Context: an optimization exercise on an open-source flow, tuned for small area, a short achievable clock period and few clock cycles. The choices shown serve that exercise and are no tape-out recipe. RTL that was checked went through simulation tests only; none was proved equivalent to the original.

==> job 9789 <==
// pipeline_cpu
module pipeline_cpu( clk, rst,
                     imem_addr, imem_rdata,
                     dmem_addr, dmem_wdata, dmem_we, dmem_re, dmem_rdata,
                     wb_we, wb_addr, wb_data );
Settings: LEC_CHECK=0, CAP_MARGIN=20, CELL_PAD_IN_SITES_DETAIL_PLACEMENT=1, CELL_PAD_IN_SITES_GLOBAL_PLACEMENT=1, CORE_MARGIN=2, CORE_UTILIZATION=50, CTS_CLUSTER_DIAMETER=100, CTS_CLUSTER_SIZE=24, SLEW_MARGIN=20; clock period 16.5 ns.
standard.sh (not shown) runs the stock make flow with config.mk's settings and CLKGATE_MAP_FILE= SYNTH_SCRIPT=/design/flow/synth_recipe.tcl, a recipe that flattens the netlist after the stock synthesis.
==> flow/flow/run.sh <==
#!/bin/bash
# The standard layout (standard.sh) with two changes to how it is made:
#  - the resizer's setup repair aims for SETUP_SLACK_MARGIN ns of slack at the design's
#    clock period (the constraints themselves are unchanged);
#  - the port buffers that buffer_ports inserts are plain buffers (buf_1) instead of the
#    default delay cell; the resizer may resize them like any other cell.
# make's full output goes to flow_make.log in the work folder.
set -euo pipefail
bash standard.sh SETUP_SLACK_MARGIN=12.0 "BUFFER_PORTS_ARGS=-buffer_cell sky130_fd_sc_hd__buf_1" finish > flow_make.log 2>&1
==> job 4488: changes against job 9789 <==
--- a/flow/design.v
+++ b/flow/design.v
@@ -460,13 +460,13 @@
 	reg  [31:0] memwb_wd;
 	reg         wbo_we;
 	reg  [4:0]  wbo_wn;
 	reg  [31:0] wbo_wd;
 	reg  [31:0] rf [31:1];
 	reg         mul_busy;
-	reg  [2:0]  mul_cnt;
+	reg  [4:0]  mul_cnt;
 	reg  [31:0] mcand;
 	reg  [33:0] mcand3;		 
 	reg  [63:0] hilo;
 	wire [31:2] pc4 = pc + 30'd1;
 	assign imem_addr = { pc, 2'b00 };
 	wire if_jump = ~imem_rdata[31] & imem_rdata[27];
@@ -558,25 +558,25 @@
 	wire [33:0] pp1 = ( {34{md1 == 2'd1}} & { 2'b00, mcand } ) | ( {34{md1 == 2'd2}} & { 1'b0, mcand, 1'b0 } ) |
 	                  ( {34{md1 == 2'd3}} & mcand3 );
 	wire [35:0] macc = { 4'd0, hilo[63:32] } + { 2'b00, pp0 } + { pp1, 2'b00 };
 	always @( posedge clk ) begin
 		if ( rst ) begin
 			mul_busy <= 1'b0;
-			mul_cnt  <= 3'd0;
+			mul_cnt  <= 5'd0;
 			hilo     <= 64'd0;
 		end
 		else if ( mul_start ) begin
 			mul_busy <= 1'b1;
-			mul_cnt  <= 3'd0;
+			mul_cnt  <= 5'd0;
 			mcand    <= ex_a;
 			mcand3   <= { 2'b00, ex_a } + { 1'b0, ex_a, 1'b0 };
 			hilo     <= { 32'd0, ex_b };
 		end
 		else if ( mul_busy ) begin
 			hilo    <= { macc, hilo[31:4] };
-			mul_cnt <= mul_cnt + 3'd1;
+			mul_cnt <= mul_cnt + 5'd1;
 			if ( mul_last )
 				mul_busy <= 1'b0;
 		end
 	end
 	always @( posedge clk ) begin
 		if ( rst ) begin
==> flow/flow/run.sh (replaced) <==
#!/bin/bash
# The standard layout (standard.sh) with two changes to how it is made:
#  - the resizer's setup repair aims for SETUP_SLACK_MARGIN ns of slack at the design's
#    clock period (the constraints themselves are unchanged);
#  - the port buffers that buffer_ports inserts are plain buffers (buf_1) instead of the
#    default delay cell; the resizer may resize them like any other cell.
# make's full output goes to flow_make.log in the work folder.
set -euo pipefail
bash standard.sh SETUP_SLACK_MARGIN=11.8 "BUFFER_PORTS_ARGS=-buffer_cell sky130_fd_sc_hd__buf_1" finish > flow_make.log 2>&1
--- a/flow/config.mk
+++ b/flow/config.mk
@@ -8,8 +8,8 @@
 export CAP_MARGIN = 20
 export CELL_PAD_IN_SITES_DETAIL_PLACEMENT = 1
 export CELL_PAD_IN_SITES_GLOBAL_PLACEMENT = 1
 export CORE_MARGIN = 2
 export CORE_UTILIZATION = 50
 export CTS_CLUSTER_DIAMETER = 100
-export CTS_CLUSTER_SIZE = 24
+export CTS_CLUSTER_SIZE = 20
 export SLEW_MARGIN = 20
==> job 5020: changes against job 9789 <==
--- a/flow/design.v
+++ b/flow/design.v
@@ -443,24 +443,21 @@
 	localparam MN = 8;
 	reg  [31:2] pc;
 	reg         ifid_valid;
 	reg  [31:0] ifid_ir;	 
 	reg         idex_valid, idex_we, idex_memrd, idex_memwr, idex_beq, idex_mult, idex_sub;
 	reg         idex_s_add, idex_s_and, idex_s_or, idex_s_slt, idex_s_sll, idex_s_hi, idex_s_lo;
-	reg         idex_fa_mem, idex_fa_wb, idex_fa_reg;
-	reg         idex_fb_mem, idex_fb_wb, idex_fb_reg;
-	reg         idex_bi, idex_bm, idex_bw, idex_br;
+	reg         idex_fa_mem, idex_fa_reg;
+	reg         idex_fb_mem, idex_fb_reg;
+	reg         idex_bi, idex_bm, idex_br;
 	reg  [4:0]  idex_wn;
 	reg  [29:0] idex_imm;	 
 	reg  [31:0] idex_a, idex_b;
 	reg         exmem_we, exmem_memrd, exmem_memwr;
 	reg  [4:0]  exmem_wn;
 	reg  [31:0] exmem_result, exmem_sd;
-	reg         memwb_we;
-	reg  [4:0]  memwb_wn;
-	reg  [31:0] memwb_wd;
 	reg         wbo_we;
 	reg  [4:0]  wbo_wn;
 	reg  [31:0] wbo_wd;
 	reg  [31:0] rf [31:1];
 	reg         mul_busy;
 	reg  [2:0]  mul_cnt;
@@ -506,32 +503,30 @@
 		rf_rb = 32'd0;
 		for ( ri = 1; ri < 32; ri = ri + 1 ) begin
 			rf_ra = rf_ra | ( {32{rs == ri}} & rf[ri] );
 			rf_rb = rf_rb | ( {32{rt == ri}} & rf[ri] );
 		end
 	end
-	wire byp_a = memwb_we & ( memwb_wn == rs );
-	wire byp_b = memwb_we & ( memwb_wn == rt );
-	wire [31:0] rf_a = byp_a ? memwb_wd : op_jal ? 32'd0 : rf_ra;
-	wire [31:0] rf_b = byp_b ? memwb_wd : op_jal ? link  : rf_rb;
+	wire [31:0] mem_wd;
+	wire byp_a = exmem_we & ( exmem_wn == rs );
+	wire byp_b = exmem_we & ( exmem_wn == rt );
+	wire [31:0] rf_a = byp_a ? mem_wd : op_jal ? 32'd0 : rf_ra;
+	wire [31:0] rf_b = byp_b ? mem_wd : op_jal ? link  : rf_rb;
 	wire fa_mem = ~op_jal & idex_valid & idex_we & ( idex_wn == rs );
-	wire fa_wb  = ~op_jal & ~fa_mem & exmem_we & ( exmem_wn == rs );
 	wire fb_mem = ~op_jal & idex_valid & idex_we & ( idex_wn == rt );
-	wire fb_wb  = ~op_jal & ~fb_mem & exmem_we & ( exmem_wn == rt );
 	wire [31:2] id_target = pc + { {14{ifid_ir[15]}}, ifid_ir[15:0] };
 	wire mul_last = mul_busy & ( mul_cnt == MN - 1 );
 	wire load_use = idex_valid & idex_memrd & idex_we &
 	                ( ( use_rs & ( rs == idex_wn ) ) | ( use_rt & ( rt == idex_wn ) ) );
 	wire mul_haz  = ( f_mult | f_mfhi | f_mflo ) & ( ( idex_valid & idex_mult ) | ( mul_busy & ~mul_last ) );
 	wire id_stall = ifid_valid & ( load_use | mul_haz );
 	wire id_go    = ifid_valid & ~id_stall;
-	wire [31:0] ex_a  = ( {32{idex_fa_mem}} & exmem_result ) | ( {32{idex_fa_wb}} & memwb_wd ) | ( {32{idex_fa_reg}} & idex_a );
-	wire [31:0] ex_b  = ( {32{idex_fb_mem}} & exmem_result ) | ( {32{idex_fb_wb}} & memwb_wd ) | ( {32{idex_fb_reg}} & idex_b );
+	wire [31:0] ex_a  = ( {32{idex_fa_mem}} & exmem_result ) | ( {32{idex_fa_reg}} & idex_a );
+	wire [31:0] ex_b  = ( {32{idex_fb_mem}} & exmem_result ) | ( {32{idex_fb_reg}} & idex_b );
 	wire [31:0] ex_imm = { {16{idex_imm[15]}}, idex_imm[15:0] };
-	wire [31:0] alu_b = ( {32{idex_bm}} & exmem_result ) | ( {32{idex_bw}} & memwb_wd ) | ( {32{idex_br}} & idex_b ) |
-	                    ( {32{idex_bi}} & ex_imm );
+	wire [31:0] alu_b = ( {32{idex_bm}} & exmem_result ) | ( {32{idex_br}} & idex_b ) | ( {32{idex_bi}} & ex_imm );
 	wire [31:0] sum   = ex_a + ( alu_b ^ {32{idex_sub}} ) + { 31'd0, idex_sub };
 	wire [31:0] shl   = alu_b << idex_imm[10:6];
 	wire [31:0] ex_result = ( {32{idex_s_add}}  & sum ) |
 	                        ( {32{idex_s_and}}  & ( ex_a & alu_b ) ) |
 	                        ( {32{idex_s_or}}   & ( ex_a | alu_b ) ) |
 	                        ( {32{idex_s_slt}}  & { 31'd0, sum[31] } ) |
@@ -541,19 +536,20 @@
 	wire mispredict = idex_valid & idex_beq & ( ex_a == ex_b );
 	wire mul_start  = idex_valid & idex_mult;
 	assign dmem_addr  = exmem_result;
 	assign dmem_wdata = exmem_sd;
 	assign dmem_we    = exmem_memwr;
 	assign dmem_re    = exmem_memrd;
+	assign mem_wd     = exmem_memrd ? dmem_rdata : exmem_result;
+	always @( posedge clk ) begin
+		if ( exmem_we && !rst )
+			rf[exmem_wn] <= mem_wd;
+	end
 	assign wb_we   = wbo_we;
 	assign wb_addr = wbo_wn;
 	assign wb_data = wbo_wd;
-	always @( posedge clk ) begin
-		if ( memwb_we )
-			rf[memwb_wn] <= memwb_wd;
-	end
 	wire [1:0]  md0 = hilo[1:0];
 	wire [1:0]  md1 = hilo[3:2];
 	wire [33:0] pp0 = ( {34{md0 == 2'd1}} & { 2'b00, mcand } ) | ( {34{md0 == 2'd2}} & { 1'b0, mcand, 1'b0 } ) |
 	                  ( {34{md0 == 2'd3}} & mcand3 );
 	wire [33:0] pp1 = ( {34{md1 == 2'd1}} & { 2'b00, mcand } ) | ( {34{md1 == 2'd2}} & { 1'b0, mcand, 1'b0 } ) |
 	                  ( {34{md1 == 2'd3}} & mcand3 );
@@ -583,13 +579,12 @@
 			pc          <= 30'd0;
 			ifid_valid  <= 1'b0;
 			idex_valid  <= 1'b0;
 			exmem_we    <= 1'b0;
 			exmem_memrd <= 1'b0;
 			exmem_memwr <= 1'b0;
-			memwb_we    <= 1'b0;
 			wbo_we      <= 1'b0;
 		end
 		else begin
 			if ( mispredict )                pc <= idex_imm;
 			else if ( id_stall )             pc <= pc;
 			else if ( id_go & beq_same )     pc <= id_target;
@@ -602,13 +597,12 @@
 				ifid_ir    <= if_jump ? { imem_rdata[31:26], pc4[27:2] } : imem_rdata;
 			end
 			idex_valid <= id_go & ~mispredict;
 			exmem_we    <= idex_valid & idex_we;
 			exmem_memrd <= idex_valid & idex_memrd;
 			exmem_memwr <= idex_valid & idex_memwr;
-			memwb_we    <= exmem_we;
 			wbo_we      <= exmem_we;
 		end
 		idex_we   <= wr;
 		idex_memrd <= op_lw;
 		idex_memwr <= op_sw;
 		idex_beq  <= beq_cond;
@@ -619,28 +613,23 @@
 		idex_s_or  <= f_or;
 		idex_s_slt <= f_slt;
 		idex_s_sll <= f_sll;
 		idex_s_hi  <= f_mfhi;
 		idex_s_lo  <= f_mflo;
 		idex_fa_mem <= fa_mem;
-		idex_fa_wb  <= fa_wb;
-		idex_fa_reg <= ~fa_mem & ~fa_wb;
+		idex_fa_reg <= ~fa_mem;
 		idex_fb_mem <= fb_mem;
-		idex_fb_wb  <= fb_wb;
-		idex_fb_reg <= ~fb_mem & ~fb_wb;
+		idex_fb_reg <= ~fb_mem;
 		idex_bi <= alusrc;
 		idex_bm <= ~alusrc & fb_mem;
-		idex_bw <= ~alusrc & fb_wb;
-		idex_br <= ~alusrc & ~fb_mem & ~fb_wb;
+		idex_br <= ~alusrc & ~fb_mem;
 		idex_wn  <= wn;
 		idex_imm <= op_beq ? id_target : { 14'd0, ifid_ir[15:0] };
 		idex_a   <= rf_a;
 		idex_b   <= rf_b;
 		exmem_wn     <= idex_wn;
 		exmem_result <= ex_result;
 		exmem_sd     <= ex_b;
-		memwb_wn <= exmem_wn;
-		memwb_wd <= exmem_memrd ? dmem_rdata : exmem_result;
-		wbo_wn   <= {5{exmem_we}} & exmem_wn;
-		wbo_wd   <= {32{exmem_we}} & ( exmem_memrd ? dmem_rdata : exmem_result );
+		wbo_wn   <= exmem_wn;
+		wbo_wd   <= mem_wd;
 	end
 endmodule
--- a/flow/config.mk
+++ b/flow/config.mk
@@ -6,10 +6,10 @@
 export NUM_CORES = 4
 export LEC_CHECK = 0
 export CAP_MARGIN = 20
 export CELL_PAD_IN_SITES_DETAIL_PLACEMENT = 1
 export CELL_PAD_IN_SITES_GLOBAL_PLACEMENT = 1
 export CORE_MARGIN = 2
-export CORE_UTILIZATION = 50
+export CORE_UTILIZATION = 60
 export CTS_CLUSTER_DIAMETER = 100
-export CTS_CLUSTER_SIZE = 24
+export CTS_CLUSTER_SIZE = 20
 export SLEW_MARGIN = 20
==> flow_metrics.env <==
export IMPL_crit_path_start="ifid_ir[17]"
export IMPL_setup_slack_reg_to_reg_ns=11.73
export IMPL_result_of_the_run="no timing/DRC/antenna violations"
export IMPL_layout_cells_largest_class="sequential cells"
export IMPL_synth_area_mux_share=0.03200
export IMPL_sequential_group_power_mw=4.14
export IMPL_synth_common_cells="1089 x sky130_fd_sc_hd__edfxtp_1, 446 x sky130_fd_sc_hd__a22oi_1, 379 x sky130_fd_sc_hd__nand2_1"
export IMPL_mostFrequentLayoutCell="sky130_fd_sc_hd__edfxtp_1"
-- figures above: job 4488

==> flow_metrics.env <==
export IMPL_result_of_the_run="stopped before the end"
export IMPL_synth_area_mux_share=0.03170
export IMPL_die_width_um=341.2
export IMPL_grt_util_met1=0.8233
export IMPL_synth_common_cells="1089 x sky130_fd_sc_hd__edfxtp_1, 599 x sky130_fd_sc_hd__a22oi_1, 345 x sky130_fd_sc_hd__clkbuf_1"
export IMPL_toolErrorMsg="[ERROR GRT-0232] Routing congestion too high. Check the congestion heatmap in the GUI."
export IMPL_stop_stage="5_1_grt"
-- figures above: job 5020

==> flow_metrics.env <==
export IMPL_result_of_the_run="no timing/DRC/antenna violations"
export IMPL_setup_slack_reg_to_reg_ns=11.83
export IMPL_layout_cells_largest_class="sequential cells"
export IMPL_sequential_group_power_mw=4.12
export IMPL_synth_common_cells="1089 x sky130_fd_sc_hd__edfxtp_1, 468 x sky130_fd_sc_hd__a22oi_1, 376 x sky130_fd_sc_hd__nand2_1"
export IMPL_synth_area_mux_share=0.02879
export IMPL_crit_path_start_kind="register"
export IMPL_syn_avg_cell_area_um2=11.91
export IMPL_mostFrequentLayoutCell="sky130_fd_sc_hd__edfxtp_1"
-- figures above: job 9789

Testbench counts of job 9789, summed over its fixed seeds: cycles 13,324.
Testbench counts of job 4488, summed over its fixed seeds: cycles 13,324.
Only the layout flow was run in job 5020; the RTL was not checked for function there.

---

==> inputs of 05-16 <==
pipeline_cpu, a different RTL version from the one above (not shown whole).
clock: 16.5 ns
lec_check: 0
cap_margin: 20
core_margin: 2
core_utilization: 40
slew_margin: 20
run.sh (not shown) runs the stock make flow with config.mk's settings and CLKGATE_MAP_FILE= SYNTH_SCRIPT=/design/flow/synth_recipe.tcl, a recipe that flattens the netlist after the stock synthesis.
Stock flow here: none of the scripts above is used.
==> 09-07: changes against 05-16 <==
--- a/flow/design.v
+++ b/flow/design.v
@@ -437,37 +437,35 @@
 	output [31:0] dmem_addr, dmem_wdata;
 	output dmem_we, dmem_re;
 	input  [31:0] dmem_rdata;
 	output wb_we;
 	output [4:0] wb_addr;
 	output [31:0] wb_data;
-	localparam MK = 8;
-	localparam MN = 32 / MK;
+	localparam MN = 8;
 	reg  [31:2] pc;
 	reg         ifid_valid;
-	reg  [31:0] ifid_ir;
-	reg  [31:2] ifid_pc4;
+	reg  [31:0] ifid_ir;	 
 	reg         idex_valid, idex_we, idex_memrd, idex_memwr, idex_beq, idex_mult, idex_sub;
-	reg         idex_s_add, idex_s_and, idex_s_or, idex_s_slt, idex_s_sll, idex_s_hi, idex_s_lo, idex_s_link;
-	reg         idex_fa_mem, idex_fa_wb, idex_fa_reg;
-	reg         idex_fb_mem, idex_fb_wb, idex_fb_reg;
-	reg         idex_bi, idex_bm, idex_bw, idex_br;
+	reg         idex_s_add, idex_s_and, idex_s_or, idex_s_slt, idex_s_sll, idex_s_hi, idex_s_lo;
+	reg         idex_fa_mem, idex_fa_reg;
+	reg         idex_fb_mem, idex_fb_reg;
+	reg         idex_bi, idex_bm, idex_br;
 	reg  [4:0]  idex_wn;
-	reg  [15:0] idex_imm;
+	reg  [29:0] idex_imm;	 
 	reg  [31:0] idex_a, idex_b;
-	reg  [31:2] idex_pcv;
 	reg         exmem_we, exmem_memrd, exmem_memwr;
 	reg  [4:0]  exmem_wn;
 	reg  [31:0] exmem_result, exmem_sd;
-	reg         memwb_we;
-	reg  [4:0]  memwb_wn;
-	reg  [31:0] memwb_wd;
+	reg         wbo_we;
+	reg  [4:0]  wbo_wn;
+	reg  [31:0] wbo_wd;
 	reg  [31:0] rf [31:1];
 	reg         mul_busy;
 	reg  [4:0]  mul_cnt;
 	reg  [31:0] mcand;
+	reg  [33:0] mcand3;		 
 	reg  [63:0] hilo;
 	wire [31:2] pc4 = pc + 30'd1;
 	assign imem_addr = { pc, 2'b00 };
 	wire if_jump = ~imem_rdata[31] & imem_rdata[27];
 	wire [5:0]  opcode = ifid_ir[31:26];
 	wire [4:0]  rs     = ifid_ir[25:21];
@@ -488,74 +486,92 @@
 	wire f_sub    = f_alu & ( funct[3:0] == 4'd2 );
 	wire f_and    = f_alu & ( funct[3:0] == 4'd4 );
 	wire f_or     = f_alu & ( funct[3:0] == 4'd5 );
 	wire f_slt    = f_alu & ( funct[3:0] == 4'd10 );
 	wire f_add    = f_alu & ( funct[3:0] == 4'd0 );
 	wire beq_same = op_beq & ( rs == rt );
+	wire [31:0] link = { pc[31:28], ifid_ir[25:0], 2'b00 };
 	wire beq_cond = op_beq & ~beq_same;
 	wire use_rs   = f_alu | f_mult | op_addiu | op_lw | op_sw | beq_cond;
 	wire use_rt   = f_alu | f_sll | f_mult | op_sw | beq_cond;
 	wire [4:0] wn = op_jal ? 5'd31 : op_r ? rd : rt;
 	wire wr       = ( f_alu | f_sll | f_mfhi | f_mflo | op_addiu | op_lw | op_jal ) & ( wn != 5'd0 );
 	wire alusrc   = op_addiu | op_lw | op_sw;
-	wire [31:0] rf_a = ( rs == 5'd0 ) ? 32'd0 : ( memwb_we && ( memwb_wn == rs ) ) ? memwb_wd : rf[rs];
-	wire [31:0] rf_b = ( rt == 5'd0 ) ? 32'd0 : ( memwb_we && ( memwb_wn == rt ) ) ? memwb_wd : rf[rt];
-	wire fa_mem = idex_valid & idex_we & ( idex_wn == rs );
-	wire fa_wb  = ~fa_mem & exmem_we & ( exmem_wn == rs );
-	wire fb_mem = idex_valid & idex_we & ( idex_wn == rt );
-	wire fb_wb  = ~fb_mem & exmem_we & ( exmem_wn == rt );
-	wire [31:2] id_target = ifid_pc4 + { {14{ifid_ir[15]}}, ifid_ir[15:0] };
+	reg  [31:0] rf_ra, rf_rb;
+	integer ri;
+	always @(*) begin
+		rf_ra = 32'd0;
+		rf_rb = 32'd0;
+		for ( ri = 1; ri < 32; ri = ri + 1 ) begin
+			rf_ra = rf_ra | ( {32{rs == ri}} & rf[ri] );
+			rf_rb = rf_rb | ( {32{rt == ri}} & rf[ri] );
+		end
+	end
+	wire [31:0] mem_wd;
+	wire byp_a = exmem_we & ( exmem_wn == rs );
+	wire byp_b = exmem_we & ( exmem_wn == rt );
+	wire [31:0] rf_a = byp_a ? mem_wd : op_jal ? 32'd0 : rf_ra;
+	wire [31:0] rf_b = byp_b ? mem_wd : op_jal ? link  : rf_rb;
+	wire fa_mem = ~op_jal & idex_valid & idex_we & ( idex_wn == rs );
+	wire fb_mem = ~op_jal & idex_valid & idex_we & ( idex_wn == rt );
+	wire [31:2] id_target = pc + { {14{ifid_ir[15]}}, ifid_ir[15:0] };
 	wire mul_last = mul_busy & ( mul_cnt == MN - 1 );
 	wire load_use = idex_valid & idex_memrd & idex_we &
 	                ( ( use_rs & ( rs == idex_wn ) ) | ( use_rt & ( rt == idex_wn ) ) );
 	wire mul_haz  = ( f_mult | f_mfhi | f_mflo ) & ( ( idex_valid & idex_mult ) | ( mul_busy & ~mul_last ) );
 	wire id_stall = ifid_valid & ( load_use | mul_haz );
 	wire id_go    = ifid_valid & ~id_stall;
-	wire [31:0] ex_a  = ( {32{idex_fa_mem}} & exmem_result ) | ( {32{idex_fa_wb}} & memwb_wd ) | ( {32{idex_fa_reg}} & idex_a );
-	wire [31:0] ex_b  = ( {32{idex_fb_mem}} & exmem_result ) | ( {32{idex_fb_wb}} & memwb_wd ) | ( {32{idex_fb_reg}} & idex_b );
-	wire [31:0] ex_imm = { {16{idex_imm[15]}}, idex_imm };
-	wire [31:0] alu_b = ( {32{idex_bm}} & exmem_result ) | ( {32{idex_bw}} & memwb_wd ) | ( {32{idex_br}} & idex_b ) |
-	                    ( {32{idex_bi}} & ex_imm );
+	wire [31:0] ex_a  = ( {32{idex_fa_mem}} & exmem_result ) | ( {32{idex_fa_reg}} & idex_a );
+	wire [31:0] ex_b  = ( {32{idex_fb_mem}} & exmem_result ) | ( {32{idex_fb_reg}} & idex_b );
+	wire [31:0] ex_imm = { {16{idex_imm[15]}}, idex_imm[15:0] };
+	wire [31:0] alu_b = ( {32{idex_bm}} & exmem_result ) | ( {32{idex_br}} & idex_b ) | ( {32{idex_bi}} & ex_imm );
 	wire [31:0] sum   = ex_a + ( alu_b ^ {32{idex_sub}} ) + { 31'd0, idex_sub };
 	wire [31:0] shl   = alu_b << idex_imm[10:6];
 	wire [31:0] ex_result = ( {32{idex_s_add}}  & sum ) |
 	                        ( {32{idex_s_and}}  & ( ex_a & alu_b ) ) |
 	                        ( {32{idex_s_or}}   & ( ex_a | alu_b ) ) |
 	                        ( {32{idex_s_slt}}  & { 31'd0, sum[31] } ) |
 	                        ( {32{idex_s_sll}}  & shl ) |
 	                        ( {32{idex_s_hi}}   & hilo[63:32] ) |
-	                        ( {32{idex_s_lo}}   & hilo[31:0] ) |
-	                        ( {32{idex_s_link}} & { idex_pcv, 2'b00 } );
+	                        ( {32{idex_s_lo}}   & hilo[31:0] );
 	wire mispredict = idex_valid & idex_beq & ( ex_a == ex_b );
 	wire mul_start  = idex_valid & idex_mult;
 	assign dmem_addr  = exmem_result;
 	assign dmem_wdata = exmem_sd;
 	assign dmem_we    = exmem_memwr;
 	assign dmem_re    = exmem_memrd;
-	assign wb_we   = memwb_we;
-	assign wb_addr = memwb_wn;
-	assign wb_data = memwb_wd;
+	assign mem_wd     = exmem_memrd ? dmem_rdata : exmem_result;
 	always @( posedge clk ) begin
-		if ( memwb_we )
-			rf[memwb_wn] <= memwb_wd;
+		if ( exmem_we && !rst )
+			rf[exmem_wn] <= mem_wd;
 	end
-	wire [31+MK:0] macc = { {MK{1'b0}}, hilo[63:32] } + mcand * hilo[MK-1:0];
+	assign wb_we   = wbo_we;
+	assign wb_addr = wbo_wn;
+	assign wb_data = wbo_wd;
+	wire [1:0]  md0 = hilo[1:0];
+	wire [1:0]  md1 = hilo[3:2];
+	wire [33:0] pp0 = ( {34{md0 == 2'd1}} & { 2'b00, mcand } ) | ( {34{md0 == 2'd2}} & { 1'b0, mcand, 1'b0 } ) |
+	                  ( {34{md0 == 2'd3}} & mcand3 );
+	wire [33:0] pp1 = ( {34{md1 == 2'd1}} & { 2'b00, mcand } ) | ( {34{md1 == 2'd2}} & { 1'b0, mcand, 1'b0 } ) |
+	                  ( {34{md1 == 2'd3}} & mcand3 );
+	wire [35:0] macc = { 4'd0, hilo[63:32] } + { 2'b00, pp0 } + { pp1, 2'b00 };
 	always @( posedge clk ) begin
 		if ( rst ) begin
 			mul_busy <= 1'b0;
 			mul_cnt  <= 5'd0;
 			hilo     <= 64'd0;
 		end
 		else if ( mul_start ) begin
 			mul_busy <= 1'b1;
 			mul_cnt  <= 5'd0;
 			mcand    <= ex_a;
+			mcand3   <= { 2'b00, ex_a } + { 1'b0, ex_a, 1'b0 };
 			hilo     <= { 32'd0, ex_b };
 		end
 		else if ( mul_busy ) begin
-			hilo    <= { macc, hilo[31:MK] };
+			hilo    <= { macc, hilo[31:4] };
 			mul_cnt <= mul_cnt + 5'd1;
 			if ( mul_last )
 				mul_busy <= 1'b0;
 		end
 	end
 	always @( posedge clk ) begin
@@ -563,63 +579,57 @@
 			pc          <= 30'd0;
 			ifid_valid  <= 1'b0;
 			idex_valid  <= 1'b0;
 			exmem_we    <= 1'b0;
 			exmem_memrd <= 1'b0;
 			exmem_memwr <= 1'b0;
-			memwb_we    <= 1'b0;
+			wbo_we      <= 1'b0;
 		end
 		else begin
-			if ( mispredict )                pc <= idex_pcv;
+			if ( mispredict )                pc <= idex_imm;
 			else if ( id_stall )             pc <= pc;
 			else if ( id_go & beq_same )     pc <= id_target;
 			else if ( if_jump )              pc <= { pc4[31:28], imem_rdata[25:0] };
 			else                             pc <= pc4;
 			if ( mispredict || ( id_go && beq_same ) )
 				ifid_valid <= 1'b0;
 			else if ( !id_stall ) begin
 				ifid_valid <= 1'b1;
-				ifid_ir    <= imem_rdata;
-				ifid_pc4   <= pc4;
+				ifid_ir    <= if_jump ? { imem_rdata[31:26], pc4[27:2] } : imem_rdata;
 			end
 			idex_valid <= id_go & ~mispredict;
 			exmem_we    <= idex_valid & idex_we;
 			exmem_memrd <= idex_valid & idex_memrd;
 			exmem_memwr <= idex_valid & idex_memwr;
-			memwb_we    <= exmem_we;
+			wbo_we      <= exmem_we;
 		end
 		idex_we   <= wr;
 		idex_memrd <= op_lw;
 		idex_memwr <= op_sw;
 		idex_beq  <= beq_cond;
 		idex_mult <= f_mult;
 		idex_sub  <= f_sub | f_slt;
-		idex_s_add <= f_add | f_sub | op_addiu | op_lw | op_sw;
+		idex_s_add <= f_add | f_sub | op_addiu | op_lw | op_sw | op_jal;
 		idex_s_and <= f_and;
 		idex_s_or  <= f_or;
 		idex_s_slt <= f_slt;
 		idex_s_sll <= f_sll;
 		idex_s_hi  <= f_mfhi;
 		idex_s_lo  <= f_mflo;
-		idex_s_link <= op_jal;
 		idex_fa_mem <= fa_mem;
-		idex_fa_wb  <= fa_wb;
-		idex_fa_reg <= ~fa_mem & ~fa_wb;
+		idex_fa_reg <= ~fa_mem;
 		idex_fb_mem <= fb_mem;
-		idex_fb_wb  <= fb_wb;
-		idex_fb_reg <= ~fb_mem & ~fb_wb;
+		idex_fb_reg <= ~fb_mem;
 		idex_bi <= alusrc;
 		idex_bm <= ~alusrc & fb_mem;
-		idex_bw <= ~alusrc & fb_wb;
-		idex_br <= ~alusrc & ~fb_mem & ~fb_wb;
+		idex_br <= ~alusrc & ~fb_mem;
 		idex_wn  <= wn;
-		idex_imm <= ifid_ir[15:0];
+		idex_imm <= op_beq ? id_target : { 14'd0, ifid_ir[15:0] };
 		idex_a   <= rf_a;
 		idex_b   <= rf_b;
-		idex_pcv <= op_jal ? ifid_pc4 : id_target;
 		exmem_wn     <= idex_wn;
 		exmem_result <= ex_result;
 		exmem_sd     <= ex_b;
-		memwb_wn <= exmem_wn;
-		memwb_wd <= exmem_memrd ? dmem_rdata : exmem_result;
+		wbo_wn   <= exmem_wn;
+		wbo_wd   <= mem_wd;
 	end
 endmodule
==> flow/flow/run.sh (new file) <==
#!/bin/bash
# The standard layout (standard.sh) with two changes to how it is made:
#  - the resizer's setup repair aims for SETUP_SLACK_MARGIN ns of slack at the design's
#    clock period (the constraints themselves are unchanged);
#  - the port buffers that buffer_ports inserts are plain buffers (buf_2) instead of the
#    default delay cell; the resizer may resize them like any other cell.
# make's full output goes to flow_make.log in the work folder.
set -euo pipefail
bash standard.sh SETUP_SLACK_MARGIN=12.0 "BUFFER_PORTS_ARGS=-buffer_cell sky130_fd_sc_hd__buf_2" finish > flow_make.log 2>&1
==> flow/standard.sh (new file) <==
#!/bin/bash
# synth_recipe.tcl (not shown) runs the flow's synth.tcl, then flattens the netlist and writes it again
# the make line also repeats each setting of config.mk as NAME=value (left out here)
make -C /OpenROAD-flow-scripts/flow DESIGN_CONFIG=/design/flow/config.mk WORK_HOME=/design/flow/orfs CLKGATE_MAP_FILE= SYNTH_SCRIPT=/design/flow/synth_recipe.tcl "${@:-finish}"
- CELL_PAD_IN_SITES_DETAIL_PLACEMENT: not set -> 1
- CELL_PAD_IN_SITES_GLOBAL_PLACEMENT: not set -> 1
- CTS_CLUSTER_DIAMETER: not set -> 100
- CTS_CLUSTER_SIZE: not set -> 20
removed: flow/run.sh
==> notes <==
Against 05-16, the maximum frequency of 09-07 is higher by about 30%.
In 09-07 the setup slack is higher than in 05-16, by 1500 ps.
Against 05-16, the worst hold slack of 09-07 is better by 13 ps.
09-07 passed the timing, DRC and antenna checks. 05-16 passed the timing, DRC and antenna checks.
Of 05-16 and 09-07, 05-16 has the higher die area (gap 14%, measured against 09-07).
Clock-buffer cell count: 09-07 is lower than 05-16 (72).
Between 09-07 and 05-16, the lower register-to-register slack is in 05-16 (gap 1700 ps).
Between 09-07 and 05-16, the lower first-iteration DRC count is in 05-16 (gap about 60%, measured against 05-16).
Against 05-16, the core utilization of 09-07 is higher by 0.69 points.
No functional check of the RTL was part of any run of this note.

## separate check: timing with driven ports
Ports are ideal in the flow. The routed layouts listed here were re-timed in OpenROAD.
Step 1 sets driving cells, clkbuf_16 on the clock port and buf_2 on the other inputs (assumed; they add their load-dependent delay and slew).
Step 2 moves the port delays by t, midway between the first and last clock arrival at a register: inputs arrive t later, outputs are due t later. That takes back most of the time a late clock gives input paths.
a / b / c = ideal ports / drivers / drivers and shift; a / b = the first two.
run | t (ns) | setup WS [ns] | pins driven straight from the clock port
job 9789 | 0.836 | 11.830 / 11.776 / 11.346 | 1
job 4488 | 0.834 | 11.725 / 11.725 / 11.092 | 1
05-16 | 0.895 | 10.238 / 10.238 / 10.238 | 1
09-07 | 0.855 | 11.726 / 11.738 / 10.940 | 1
After both steps setup and hold are still met in every run listed. For 09-07, which loses most, drivers alone change the setup slack by +0.012 ns; drivers and shift together by -0.786 ns.
